Context: an optimization exercise on an open-source flow, tuned for small area. The choices shown serve that exercise and are no tape-out recipe. Only simulation tests tie the RTL to the original design; equivalence was not proved.

Setup of run 1:
Design CNN_Two_Layer, start of the top module:
module CNN_Two_Layer( 
clk, rst_n,
Start1, Image, Filter1, ReadEn1,
Start2, Filter2, ReadEn2,
ConvResult
    );
export LEC_CHECK = 0
export ABC_AREA = 1
export CAP_MARGIN = 0
export CORE_MARGIN = 2
export CORE_UTILIZATION = 60
export SLEW_MARGIN = 0
create_clock -name core_clock -period 8.0 [get_ports {clk}]
standard.sh (not shown) runs the stock make flow with config.mk's settings and CLKGATE_MAP_FILE= SYNTH_SCRIPT=/design/flow/synth_recipe.tcl, a recipe that flattens the netlist after the stock synthesis.
==> flow/flow/run.sh <==
#!/bin/bash
# Layout flow: the standard flow (standard.sh), with these changes:
#  * synthesis is the standard flow's synthesis script (synth_recipe.tcl) unchanged except that
#    its final ABC technology mapping runs flow/abc_map.script (ABC's area mapper
#    amap) in place of ORFS's abc_area.script; registers are mapped before ABC
#    runs, so they are exactly the standard synthesis's;
#  * after synthesis, flow/polarity.py removes the inverters that synthesis leaves
#    around full adders (it uses full adders in inverted form where that saves
#    inverters); registers and all other cells are untouched;
#  * ports are buffered with buf_1 cells;
#  * clock tree synthesis uses clkbuf_4 cells in clusters of up to 10 sinks and
#    inserts no dummy loads.
# Each tool's output goes to a log file of its own in this folder.
set -euo pipefail
cd "$(dirname "$0")/.."
WORK=$(pwd)
RES="$WORK/orfs/results/sky130hd/CNN_Two_Layer/base"

cat > "$WORK/own_synth.tcl" <<EOT
proc abc {args} {
  set i [lsearch \$args -script]
  if {\$i >= 0} { set args [lreplace \$args [expr {\$i + 1}] [expr {\$i + 1}] $WORK/flow/abc_map.script] }
  yosys abc {*}\$args
}
source $WORK/synth_recipe.tcl
EOT
sed "s|SYNTH_SCRIPT=[^ ]*|SYNTH_SCRIPT=$WORK/own_synth.tcl|" standard.sh > "$WORK/own_standard.sh"
grep -q "SYNTH_SCRIPT=$WORK/own_synth.tcl" "$WORK/own_standard.sh"

export BUFFER_PORTS_ARGS="-buffer_cell sky130_fd_sc_hd__buf_1"
export CTS_ARGS="-sink_clustering_enable -repair_clock_nets -sink_clustering_size 7 -sink_clustering_max_diameter 40 -buf_list \"sky130_fd_sc_hd__clkbuf_2 sky130_fd_sc_hd__clkbuf_4\" -dont_use_dummy_load"

bash "$WORK/own_standard.sh" "$RES/1_2_yosys.v" > "$WORK/synth.log" 2>&1
cp "$RES/1_2_yosys.v" "$WORK/1_2_yosys.mapped.v"
python3 flow/polarity.py "$RES/1_2_yosys.v" > "$WORK/polarity.log" 2>&1
bash "$WORK/own_standard.sh" > "$WORK/layout.log" 2>&1
==> flow/flow/abc_map.script <==
strash
dch -f
amap
topo
stime -c
buffer -c
upsize -c
dnsize -c
Other scripts of this flow, unchanged in this note and not shown: flow/flow/polarity.py
Changes in run 2 relative to run 1:
==> flow/flow/run.sh <==
#!/bin/bash
# Layout flow: the standard flow, with three changes:
#  * after the standard synthesis, flow/polarity.py removes the inverters that
#    synthesis leaves around full adders (it uses full adders in inverted form
#    where that saves inverters); registers and all other cells are untouched;
#  * ports are buffered with buf_1 cells;
#  * clock tree synthesis inserts no dummy loads.
# Each tool's output goes to a log file of its own in this folder.
set -euo pipefail
cd "$(dirname "$0")/.."
WORK=$(pwd)
RES="$WORK/orfs/results/sky130hd/CNN_Two_Layer/base"

export BUFFER_PORTS_ARGS="-buffer_cell sky130_fd_sc_hd__buf_1"
export CTS_ARGS="-sink_clustering_enable -repair_clock_nets -sink_clustering_size 10 -sink_clustering_max_diameter 50 -buf_list sky130_fd_sc_hd__clkbuf_4 -dont_use_dummy_load"

bash standard.sh "$RES/1_2_yosys.v" > "$WORK/synth.log" 2>&1
cp "$RES/1_2_yosys.v" "$WORK/1_2_yosys.standard.v"
python3 flow/polarity.py "$RES/1_2_yosys.v" > "$WORK/polarity.log" 2>&1
bash standard.sh > "$WORK/layout.log" 2>&1
removed: flow/flow/abc_map.script
Findings:
- H-tree depth in run 2 vs run 1: down 1
- Re final critical path time including I/O delays and setup: run 1 and run 2 aren't equal, and the higher value belongs to run 2.
[inputs] run 3 vs run 2
==> flow/flow/run.sh <==
#!/bin/bash
# Layout flow: the standard flow (standard.sh), with these changes:
#  * synthesis is the standard flow's synthesis script (synth_recipe.tcl) unchanged except that
#    its final ABC technology mapping runs flow/abc_map.script (ABC's area mapper
#    amap) in place of ORFS's abc_area.script; registers are mapped before ABC
#    runs, so they are exactly the standard synthesis's;
#  * after synthesis, flow/polarity.py removes the inverters that synthesis leaves
#    around full adders (it uses full adders in inverted form where that saves
#    inverters); registers and all other cells are untouched;
#  * ports are buffered with buf_1 cells;
#  * clock tree synthesis uses clkbuf_4 cells in clusters of up to 10 sinks and
#    inserts no dummy loads.
# Each tool's output goes to a log file of its own in this folder.
set -euo pipefail
cd "$(dirname "$0")/.."
WORK=$(pwd)
RES="$WORK/orfs/results/sky130hd/CNN_Two_Layer/base"

cat > "$WORK/own_synth.tcl" <<EOT
proc abc {args} {
  set i [lsearch \$args -script]
  if {\$i >= 0} { set args [lreplace \$args [expr {\$i + 1}] [expr {\$i + 1}] $WORK/flow/abc_map.script] }
  yosys abc {*}\$args
}
source $WORK/synth_recipe.tcl
EOT
sed "s|SYNTH_SCRIPT=[^ ]*|SYNTH_SCRIPT=$WORK/own_synth.tcl|" standard.sh > "$WORK/own_standard.sh"
grep -q "SYNTH_SCRIPT=$WORK/own_synth.tcl" "$WORK/own_standard.sh"

export BUFFER_PORTS_ARGS="-buffer_cell sky130_fd_sc_hd__buf_1"
export CTS_ARGS="-sink_clustering_enable -repair_clock_nets -sink_clustering_size 11 -sink_clustering_max_diameter 50 -buf_list sky130_fd_sc_hd__clkbuf_4 -dont_use_dummy_load"

bash "$WORK/own_standard.sh" "$RES/1_2_yosys.v" > "$WORK/synth.log" 2>&1
cp "$RES/1_2_yosys.v" "$WORK/1_2_yosys.mapped.v"
python3 flow/polarity.py "$RES/1_2_yosys.v" > "$WORK/polarity.log" 2>&1
bash "$WORK/own_standard.sh" > "$WORK/layout.log" 2>&1
==> flow/flow/abc_map.script (new file) <==
strash
dch -f
amap
topo
stime -c
buffer -c
upsize -c
dnsize -c
==> run notes <==
[compare] base=run 2 new=run 3: design area saw a decrease, final critical-path required period has decreased, area growth from synthesis to layout grew by 0.33 points.
Relative to run 2, global-route usage has decreased by 0.26 points in run 3.
Input-level comparison between run 4 and run 3:
==> flow/flow/run.sh <==
#!/bin/bash
# Layout flow: the standard flow, with three changes:
#  * after the standard synthesis, flow/polarity.py removes the inverters that
#    synthesis leaves around full adders (it uses full adders in inverted form
#    where that saves inverters); registers and all other cells are untouched;
#  * ports are buffered with buf_1 cells;
#  * clock tree synthesis inserts no dummy loads.
# Each tool's output goes to a log file of its own in this folder.
set -euo pipefail
cd "$(dirname "$0")/.."
WORK=$(pwd)
RES="$WORK/orfs/results/sky130hd/CNN_Two_Layer/base"

export BUFFER_PORTS_ARGS="-buffer_cell sky130_fd_sc_hd__buf_1"
export CTS_ARGS="-sink_clustering_enable -repair_clock_nets -sink_clustering_size 16 -sink_clustering_max_diameter 60 -buf_list sky130_fd_sc_hd__clkbuf_8 -dont_use_dummy_load"

bash standard.sh "$RES/1_2_yosys.v" > "$WORK/synth.log" 2>&1
cp "$RES/1_2_yosys.v" "$WORK/1_2_yosys.standard.v"
python3 flow/polarity.py "$RES/1_2_yosys.v" > "$WORK/polarity.log" 2>&1
bash standard.sh > "$WORK/layout.log" 2>&1
removed: flow/flow/abc_map.script
==> run notes <==
Diff run 4..run 3 | combined global-route utilization of all metal layers | negligible
What run 3 reported for met2 wire length has to be multiplied by 1.06 to get the figure for run 4.
Count of mapped cells out of synthesis (higher): run 4
Critical path depth in run 4 is about 32% below run 3.
Changes observed in run 4 relative to run 3: first-pass GRT wire length went up about 2.3%; final-layout non-clock buffer area share went up 0.38 points.
[run 4] number of non-clock buffers in the layout rose 13 relative to run 3
Relative to run 3, the post-route cell area measured on run 4 has increased by a few percent.
The starting density of the core reported for run 4 is smaller than that of run 3 by 0.81 points.
Of run 3 and run 4, the lower global placement routability congestion belongs to run 4.

==> what the ideal ports hide <==
How much do the figures lean on ideal ports? The routed layouts below were timed once more, with nothing changed but the port constraints.
Step 1, drivers: a clkbuf_16 drives clk and a buf_2 each remaining input, both assumed.
Step 2 adds t to the input delays and takes it off the output delays; t is the mean of the earliest and latest rising clock arrival at the registers after step 1. Input paths then give back, and output paths get back, about the clock's delay inside the block.
Slacks: ideal ports / drivers / drivers and shift; pairs: ideal ports / drivers.
run | t (ns) | setup slack, ns | hold slack, ns | worst setup path at the end | pins driven straight from the clock port
run 1 | 0.762 | 0.709 / 0.709 / 0.141 | 0.371 / 0.371 / 0.371 | input to register | 1
run 2 | 0.824 | 0.421 / 0.447 / -0.377 | 0.348 / 0.348 / 0.348 | input to register | 1
run 3 | 0.800 | 0.725 / 0.725 / 0.132 | 0.378 / 0.378 / 0.378 | input to register | 1
run 4 | 0.603 | 0.645 / 0.672 / 0.069 | 0.320 / 0.320 / 0.320 | input to register | 1
With both steps, setup timing fails in run 2, where it was met with ideal ports. The setup slack of run 2, which loses most, moves by +0.026 ns with the drivers and by -0.798 ns with both steps.
